From an optimization exercise on the open Yosys and OpenROAD flow, aimed at small area and a short achievable clock period; shortcuts taken in it are not production practice. RTL that was checked went through simulation tests only; none was proved equivalent to the original. No activity file was given, so power comes from the tool's default toggle rates.

Design ALU_TOP, start of the top module:
module ALU_TOP (
input wire signed [15:0] A,
input wire signed [15:0] B,
input wire [3:0] ALU_FUNC,
input wire CLK,
input wire RST,
output reg signed [31:0] Arith_OUT,
output reg [15:0] Logic_OUT,
output reg [1:0] CMP_OUT,
output reg [16:0] SHIFT_OUT,
output reg Arith_Flag, Logic_Flag, CMP_Flag, SHIFT_Flag
	);
wire Arith_Enable, Logic_Enable, CMP_Enable, Shift_Enable;
Decoder_Unit Decoder (
.ALU_FUN(ALU_FUNC[3:2]),
.Arith_Enable(Arith_Enable),
.Logic_Enable(Logic_Enable),
.CMP_Enable(CMP_Enable),
.Shift_Enable(Shift_Enable)
	);
wire sub = ALU_FUNC[0] | ALU_FUNC[3];
wire [16:0] sum;
ALU_ADDSUB AddSub (.A(A), .B(B), .SUB(sub), .S(sum));
wire [31:0] prod;
ALU_MUL Mul (.A(A), .B(B), .P(prod));
wire [16:0] quo;
ALU_DIV Div (.A(A), .B(B), .Q(quo));
wire div_ok = |B;
wire sel_add = Arith_Enable & ~ALU_FUNC[1];
wire sel_mul = Arith_Enable & ALU_FUNC[1] & ~ALU_FUNC[0];
wire sel_div = Arith_Enable & ALU_FUNC[1] & ALU_FUNC[0] & div_ok;
wire [31:0] arith = ({32{sel_add}} & {{15{sum[16]}}, sum})
                  | ({32{sel_mul}} & prod)
                  | ({32{sel_div}} & {{15{quo[16]}}, quo});
wire [15:0] logic_res;
LOGIC_UNIT Logic (.A(A), .B(B), .ALU_FUN(ALU_FUNC[1:0]), .Y(logic_res));
wire [1:0] cmp_res;
  ...
Size: ~1900 cells after synthesis, roughly 0.015 sq mm of cells after synthesis.
export LEC_CHECK = 0
export ABC_AREA = 1
export CAP_MARGIN = 20
export CORE_MARGIN = 2
export CORE_UTILIZATION = 40
export SLEW_MARGIN = 20
create_clock -name core_clock -period 95.0 [get_ports {CLK}]
standard.sh (not shown) runs the stock make flow with config.mk's settings and CLKGATE_MAP_FILE= SYNTH_SCRIPT=/design/flow/synth_recipe.tcl, a recipe that flattens the netlist after the stock synthesis.
==> flow/flow/run.sh <==
#!/bin/bash
# The standard layout (standard.sh) with three changes:
#  - synthesis is the standard synthesis with ABC's mapping script replaced by
#    flow/abc.script (flow/synth.tcl); the registers are the standard synthesis's;
#  - every port is buffered by the smallest buffer cell instead of the one buffer_ports
#    picks by default;
#  - repair_timing aims for 49 ns of setup slack (SETUP_SLACK_MARGIN) instead of 0, so the
#    resizer upsizes the critical path; the clock and constraints stay the design's.
# Each tool's output lands in the ORFS logs under orfs/logs/; make's own output goes to
# standard_flow.log in this folder.
set -euo pipefail
bash standard.sh "SYNTH_SCRIPT=$PWD/flow/synth.tcl" \
  "BUFFER_PORTS_ARGS=-buffer_cell sky130_fd_sc_hd__buf_1" \
  SETUP_SLACK_MARGIN=49 finish > standard_flow.log 2>&1
==> flow/flow/abc.script <==
strash
dch
map -a
topo
stime -c
==> flow/flow/synth.tcl <==
# The standard synthesis (synth_recipe.tcl in the work folder), with ABC's mapping script
# replaced by flow/abc.script. Only the combinational mapping changes; the registers are the
# standard synthesis's.
set my_flow_dir [file dirname [file normalize [info script]]]
proc abc {args} {
  set i [lsearch -exact $args -script]
  if {$i >= 0} { lset args [expr {$i + 1}] [file join $::my_flow_dir abc.script] }
  yosys abc {*}$args
}
source [file join [file dirname $my_flow_dir] synth_recipe.tcl]
The first run produced a clean layout.
Edit:
==> flow/flow/run.sh (replaced) <==
#!/bin/bash
# The standard layout (standard.sh) with two changes:
#  - synthesis is the standard synthesis with ABC's mapping script replaced by
#    flow/abc.script (flow/synth.tcl); the registers are the standard synthesis's;
#  - every port is buffered by the smallest buffer cell instead of the one buffer_ports
#    picks by default.
# Each tool's output lands in the ORFS logs under orfs/logs/; make's own output goes to
# standard_flow.log in this folder.
set -euo pipefail
bash standard.sh "SYNTH_SCRIPT=$PWD/flow/synth.tcl" \
  "BUFFER_PORTS_ARGS=-buffer_cell sky130_fd_sc_hd__buf_1" finish > standard_flow.log 2>&1
What happened: Worst setup slack gets worse by 11000 ps; sequential share of layout area is higher by 1.7 points; via count fell by a little under a tenth; critical path depth is higher by 3; count of clock-buffer cells in the layout stays the same; design area came out lower by about a fifth; hold slack gets worse by 7.9 ps; maximum frequency decreases by about a fifth; cell count drops by a little under a tenth; first-iteration DRC count is higher by roughly a tenth.


maple:
ALU_TOP again, from the RTL that the note above started with.
==> flow/config.mk <==
export PLATFORM = sky130hd
export DESIGN_NAME = ALU_TOP
export DESIGN_NICKNAME = ALU_TOP
export VERILOG_FILES = /design/flow/design.v
export SDC_FILE = /design/flow/constraint.sdc
export NUM_CORES = 4
export LEC_CHECK = 0
export ABC_AREA = 1
export CAP_MARGIN = 20
export CORE_MARGIN = 2
export CORE_UTILIZATION = 40
export SLEW_MARGIN = 20
==> flow/constraint.sdc <==
create_clock -name core_clock -period 95.0 [get_ports {CLK}]
set_input_delay 19.0000 -clock core_clock [delete_from_list [all_inputs] [get_ports {CLK}]]
set_output_delay 19.0000 -clock core_clock [all_outputs]
set_load 0.01 [all_outputs]
==> flow/flow/run.sh <==
#!/bin/bash
# The standard layout (standard.sh) with three changes:
#  - synthesis is the standard synthesis with ABC's mapping script replaced by
#    flow/abc.script (flow/synth.tcl); the registers are the standard synthesis's;
#  - every port is buffered by the smallest buffer cell instead of the one buffer_ports
#    picks by default;
#  - repair_timing aims for 41 ns of setup slack (SETUP_SLACK_MARGIN) instead of 0, so the
#    resizer upsizes the critical path; the clock and constraints stay the design's.
# Each tool's output lands in the ORFS logs under orfs/logs/; make's own output goes to
# standard_flow.log in this folder.
set -euo pipefail
bash standard.sh "SYNTH_SCRIPT=$PWD/flow/synth.tcl" \
  "BUFFER_PORTS_ARGS=-buffer_cell sky130_fd_sc_hd__buf_1" \
  SETUP_SLACK_MARGIN=41 finish > standard_flow.log 2>&1
Scripts as last shown in full above: flow/flow/abc.script, flow/flow/synth.tcl
Setup changes, maple to willow
--- a/flow/flow/run.sh
+++ b/flow/flow/run.sh
@@ -6,3 +6,3 @@
 #    picks by default;
-#  - repair_timing aims for 41 ns of setup slack (SETUP_SLACK_MARGIN) instead of 0, so the
+#  - repair_timing aims for 44 ns of setup slack (SETUP_SLACK_MARGIN) instead of 0, so the
 #    resizer upsizes the critical path; the clock and constraints stay the design's.
@@ -13,2 +13,2 @@
   "BUFFER_PORTS_ARGS=-buffer_cell sky130_fd_sc_hd__buf_1" \
-  SETUP_SLACK_MARGIN=41 finish > standard_flow.log 2>&1
+  SETUP_SLACK_MARGIN=44 finish > standard_flow.log 2>&1
--- outcome ---
From willow to maple, number of antenna repair diodes did not move at all.
Number of instances in the synthesized netlist came out exactly the same in maple and willow.
Delta (willow minus maple): via count climbed 133; worst slew margin relative to its limit barely changed.
Going from maple to willow, wire length the detailed router placed on met1 -180 um; area overhead of the layout relative to synthesis +2.1 points; post-route fraction of the period consumed by the critical path -2.4 points.


== main ==
Another version of the RTL of ALU_TOP (not shown whole).
Size in the first run: roughly 1900 cells after synthesis, ~71 flip-flops, ~110 I/O pins.
// ALU_TOP
module ALU_TOP (
input wire signed [15:0] A,
input wire signed [15:0] B,
input wire [3:0] ALU_FUNC,
input wire CLK,
input wire RST,
output reg signed [31:0] Arith_OUT,
output reg [15:0] Logic_OUT,
output reg [1:0] CMP_OUT,
output reg [16:0] SHIFT_OUT,
output reg Arith_Flag, Logic_Flag, CMP_Flag, SHIFT_Flag
	);
wire Arith_Enable, Logic_Enable, CMP_Enable, Shift_Enable;
Decoder_Unit Decoder (
.ALU_FUN(ALU_FUNC[3:2]),
.Arith_Enable(Arith_Enable),
.Logic_Enable(Logic_Enable),
.CMP_Enable(CMP_Enable),
.Shift_Enable(Shift_Enable)
	);
wire sub = ALU_FUNC[0] | ALU_FUNC[3];
wire [16:0] sum;
ALU_ADDSUB AddSub (.A(A), .B(B), .SUB(sub), .S(sum));
wire [31:0] prod;
ALU_MUL Mul (.A(A), .B(B), .P(prod));
wire [16:0] quo;
ALU_DIV Div (.A(A), .B(B), .Q(quo));
wire div_ok = |B;
wire sel_add = Arith_Enable & ~ALU_FUNC[1];
wire sel_mul = Arith_Enable & ALU_FUNC[1] & ~ALU_FUNC[0];
wire sel_div = Arith_Enable & ALU_FUNC[1] & ALU_FUNC[0] & div_ok;
wire [31:0] arith = ({32{sel_add}} & {{15{sum[16]}}, sum})
                  | ({32{sel_mul}} & prod)
                  | ({32{sel_div}} & {{15{quo[16]}}, quo});
wire [15:0] logic_res;
LOGIC_UNIT Logic (.A(A), .B(B), .ALU_FUN(ALU_FUNC[1:0]), .Y(logic_res));
wire [1:0] cmp_res;
CMP_UNIT Cmp (.D(sum), .ALU_FUN(ALU_FUNC[1:0]), .Y(cmp_res));
wire [16:0] shift_res;
SHIFT_UNIT Shift (.A(A), .B(B), .ALU_FUN(ALU_FUNC[1:0]), .Y(shift_res));
always @(posedge CLK or negedge RST) begin
if (!RST) begin
	Arith_OUT <= 32'b0;
	Logic_OUT <= 16'b0;
	CMP_OUT <= 2'b0;
	SHIFT_OUT <= 17'b0;
	Arith_Flag <= 1'b0;
	Logic_Flag <= 1'b0;
	CMP_Flag <= 1'b0;
	SHIFT_Flag <= 1'b0;
end else begin
	Arith_OUT <= arith;
	Logic_OUT <= Logic_Enable ? logic_res : 16'b0;
	CMP_OUT <= CMP_Enable ? cmp_res : 2'b0;
	SHIFT_OUT <= Shift_Enable ? shift_res : 17'b0;
	Arith_Flag <= Arith_Enable;
	Logic_Flag <= Logic_Enable;
	CMP_Flag <= CMP_Enable;
	SHIFT_Flag <= Shift_Enable;
end
end
endmodule
Settings: LEC_CHECK=0, ABC_AREA=1, CAP_MARGIN=20, CORE_MARGIN=2, CORE_UTILIZATION=40, SLEW_MARGIN=20; clock period 95.0 ns.
==> flow/flow/run.sh <==
#!/bin/bash
# The standard layout (standard.sh) with three changes:
#  - synthesis is the standard synthesis with ABC's mapping script replaced by
#    flow/abc.script (flow/synth.tcl); the registers are the standard synthesis's;
#  - every port is buffered by the smallest buffer cell instead of the one buffer_ports
#    picks by default;
#  - repair_timing aims for 44 ns of setup slack (SETUP_SLACK_MARGIN) instead of 0, so the
#    resizer upsizes the critical path; the clock and constraints stay the design's.
# Each tool's output lands in the ORFS logs under orfs/logs/; make's own output goes to
# standard_flow.log in this folder.
set -euo pipefail
bash standard.sh "SYNTH_SCRIPT=$PWD/flow/synth.tcl" \
  "BUFFER_PORTS_ARGS=-buffer_cell sky130_fd_sc_hd__buf_1" \
  SETUP_SLACK_MARGIN=44 finish > standard_flow.log 2>&1
Scripts as last shown in full above: flow/flow/abc.script, flow/flow/synth.tcl
#### Input delta (the feature branch over main)
==> flow/flow/abc.script <==
strash
dch
map -a
topo
stime -c
buffer -c
Notes after the runs:
In the tables for the feature branch and main, fraction of met2 tracks used by global routing reads higher with main. Taking main as the reference point, the non-filler instance count after layout of the feature branch rises by 2.5%. The lower switching share of total power of the feature branch and main is in main. Comparing x dimension of the die for the feature branch and main, the smaller number came from main. Re count of clock-buffer cells in the layout: the feature branch is 2 down on main. Between the feature branch and main, the total power draw does not differ in any meaningful way. Relative to main, area growth from synthesis to layout decreased by 9.8 points in the feature branch. Hold slack ends up lower on the feature branch. Summary — synthesized instance count, the feature branch relative to main: higher, by about 5%. Setup slack in the feature branch is smaller than in main. Utilization ended up 4.3 points lower on the feature branch than on main.
No functional check of the RTL was part of any run of this note.


RTL: one of the versions met above, not the one the previous note started from.
For scale: about 71 flip-flops, roughly 110 I/O pins, about 16000 um2 of cells after synthesis.
==> flow/config.mk <==
export PLATFORM = sky130hd
export DESIGN_NAME = ALU_TOP
export DESIGN_NICKNAME = ALU_TOP
export VERILOG_FILES = /design/flow/design.v
export SDC_FILE = /design/flow/constraint.sdc
export NUM_CORES = 4
export LEC_CHECK = 0
export ABC_AREA = 1
export CAP_MARGIN = 20
export CORE_MARGIN = 2
export CORE_UTILIZATION = 40
export SLEW_MARGIN = 20
==> flow/constraint.sdc <==
create_clock -name core_clock -period 95.0 [get_ports {CLK}]
set_input_delay 19.0000 -clock core_clock [delete_from_list [all_inputs] [get_ports {CLK}]]
set_output_delay 19.0000 -clock core_clock [all_outputs]
set_load 0.01 [all_outputs]
==> flow/flow/run.sh <==
#!/bin/bash
# The standard layout (standard.sh), with every port buffered by the smallest buffer cell
# instead of the one buffer_ports picks by default. Each tool's output lands in the ORFS logs
# under orfs/logs/; make's own output goes to standard_flow.log in this folder.
set -euo pipefail
bash standard.sh "BUFFER_PORTS_ARGS=-buffer_cell sky130_fd_sc_hd__buf_1" finish > standard_flow.log 2>&1
The first run produced a clean layout.
Change:
==> flow/flow/run.sh (replaced) <==
#!/bin/bash
# The standard layout (standard.sh) with three changes:
#  - synthesis is the standard synthesis with ABC's mapping script replaced by
#    flow/abc.script (flow/synth.tcl); the registers are the standard synthesis's;
#  - every port is buffered by the smallest buffer cell instead of the one buffer_ports
#    picks by default;
#  - repair_timing aims for 44 ns of setup slack (SETUP_SLACK_MARGIN) instead of 0, so the
#    resizer upsizes the critical path; the clock and constraints stay the design's.
# Each tool's output lands in the ORFS logs under orfs/logs/; make's own output goes to
# standard_flow.log in this folder.
set -euo pipefail
bash standard.sh "SYNTH_SCRIPT=$PWD/flow/synth.tcl" \
  "BUFFER_PORTS_ARGS=-buffer_cell sky130_fd_sc_hd__buf_1" \
  SETUP_SLACK_MARGIN=44 finish > standard_flow.log 2>&1
==> flow/flow/abc.script (new file) <==
strash
dch
map -a
topo
stime -c
buffer -c
==> flow/flow/synth.tcl (new file) <==
# The standard synthesis (synth_recipe.tcl in the work folder), with ABC's mapping script
# replaced by flow/abc.script. Only the combinational mapping changes; the registers are the
# standard synthesis's.
set my_flow_dir [file dirname [file normalize [info script]]]
proc abc {args} {
  set i [lsearch -exact $args -script]
  if {$i >= 0} { lset args [expr {$i + 1}] [file join $::my_flow_dir abc.script] }
  yosys abc {*}$args
}
source [file join [file dirname $my_flow_dir] synth_recipe.tcl]
=>
- total power is higher slightly
- cell area is lower by a few percent
- wire length is lower by a few percent
- utilization is lower by 1.1 points
- combinational power hardly moves
- count of clock-buffer cells in the layout is unchanged
- sequential power is higher by a few percent
- flip-flop and latch count does not change
- hold slack loses 0.34 ns
- synthesized cell count is lower by a few percent
Change:
==> flow/flow/abc.script (replaced) <==
strash
dch
map -B 0.9
topo
stime -c
Effect: The new run completed with no timing, DRC or antenna violations. Count of clock-buffer cells in the layout is higher by 1. Final cell count is higher by 3.8%. Total power fell by 1.3%.
Change:
==> flow/flow/abc.script (replaced) <==
strash
dch
map -a
topo
stime -c
Settings changed: CORE_UTILIZATION 40 to 60.
The new run completed without violations.
Global-route usage rose by 11 points.
Sequential share of layout area increases by 0.37 points.
Cell count is lower by about 11%.
Utilization is higher by 23 points.
Total power came out higher by about 2.6%.
Clock power falls by 8.1%.
Setup slack is worse by 0.38 ns.

[re-timing with driven ports]
Ports are ideal in the flow. The routed layouts listed here were re-timed in OpenROAD.
Step 1 sets driving cells, clkbuf_16 on the clock port and buf_2 on the other inputs (assumed; they add their load-dependent delay and slew).
Step 2 times the ports against the registers' clock, not the clock port: input delays grow and output delays shrink by t, the midpoint of the rising clock arrivals with the driver on.
a / b / c = ideal / step 1 / step 2; a / b = the first two.
run	t (ns)	setup WS [ns]	hold WS [ns]	worst setup path after step 2
the first run of note 1	0.396	49.762 / 49.753 / 49.357	18.888 / 18.867 / 19.263	input to register
the second run of note 1	0.395	39.085 / 39.103 / 38.708	18.881 / 18.859 / 19.253	input to register
maple	0.394	44.395 / 44.383 / 43.990	18.879 / 18.858 / 19.251	input to register
willow	0.394	46.699 / 46.684 / 46.291	18.885 / 18.863 / 19.257	input to register
main	0.392	46.899 / 46.923 / 46.531	18.878 / 18.856 / 19.248	input to register
the feature branch	0.406	46.512 / 46.539 / 46.133	18.834 / 18.809 / 19.215	input to register
the first run of note 4	0.421	44.122 / 44.149 / 43.728	18.906 / 18.884 / 19.305	input to register
the second run of note 4	0.399	46.775 / 46.795 / 46.396	18.569 / 18.547 / 18.946	input to register
the third run of note 4	0.407	46.563 / 46.589 / 46.182	18.894 / 18.867 / 19.274	input to register
the fourth run of note 4	0.397	46.180 / 46.151 / 45.754	18.838 / 18.817 / 19.213	input to register
After both steps setup and hold are still met in every run listed. For the fourth run of note 4, which loses most, drivers alone change the setup slack by -0.029 ns; drivers and shift together by -0.426 ns.
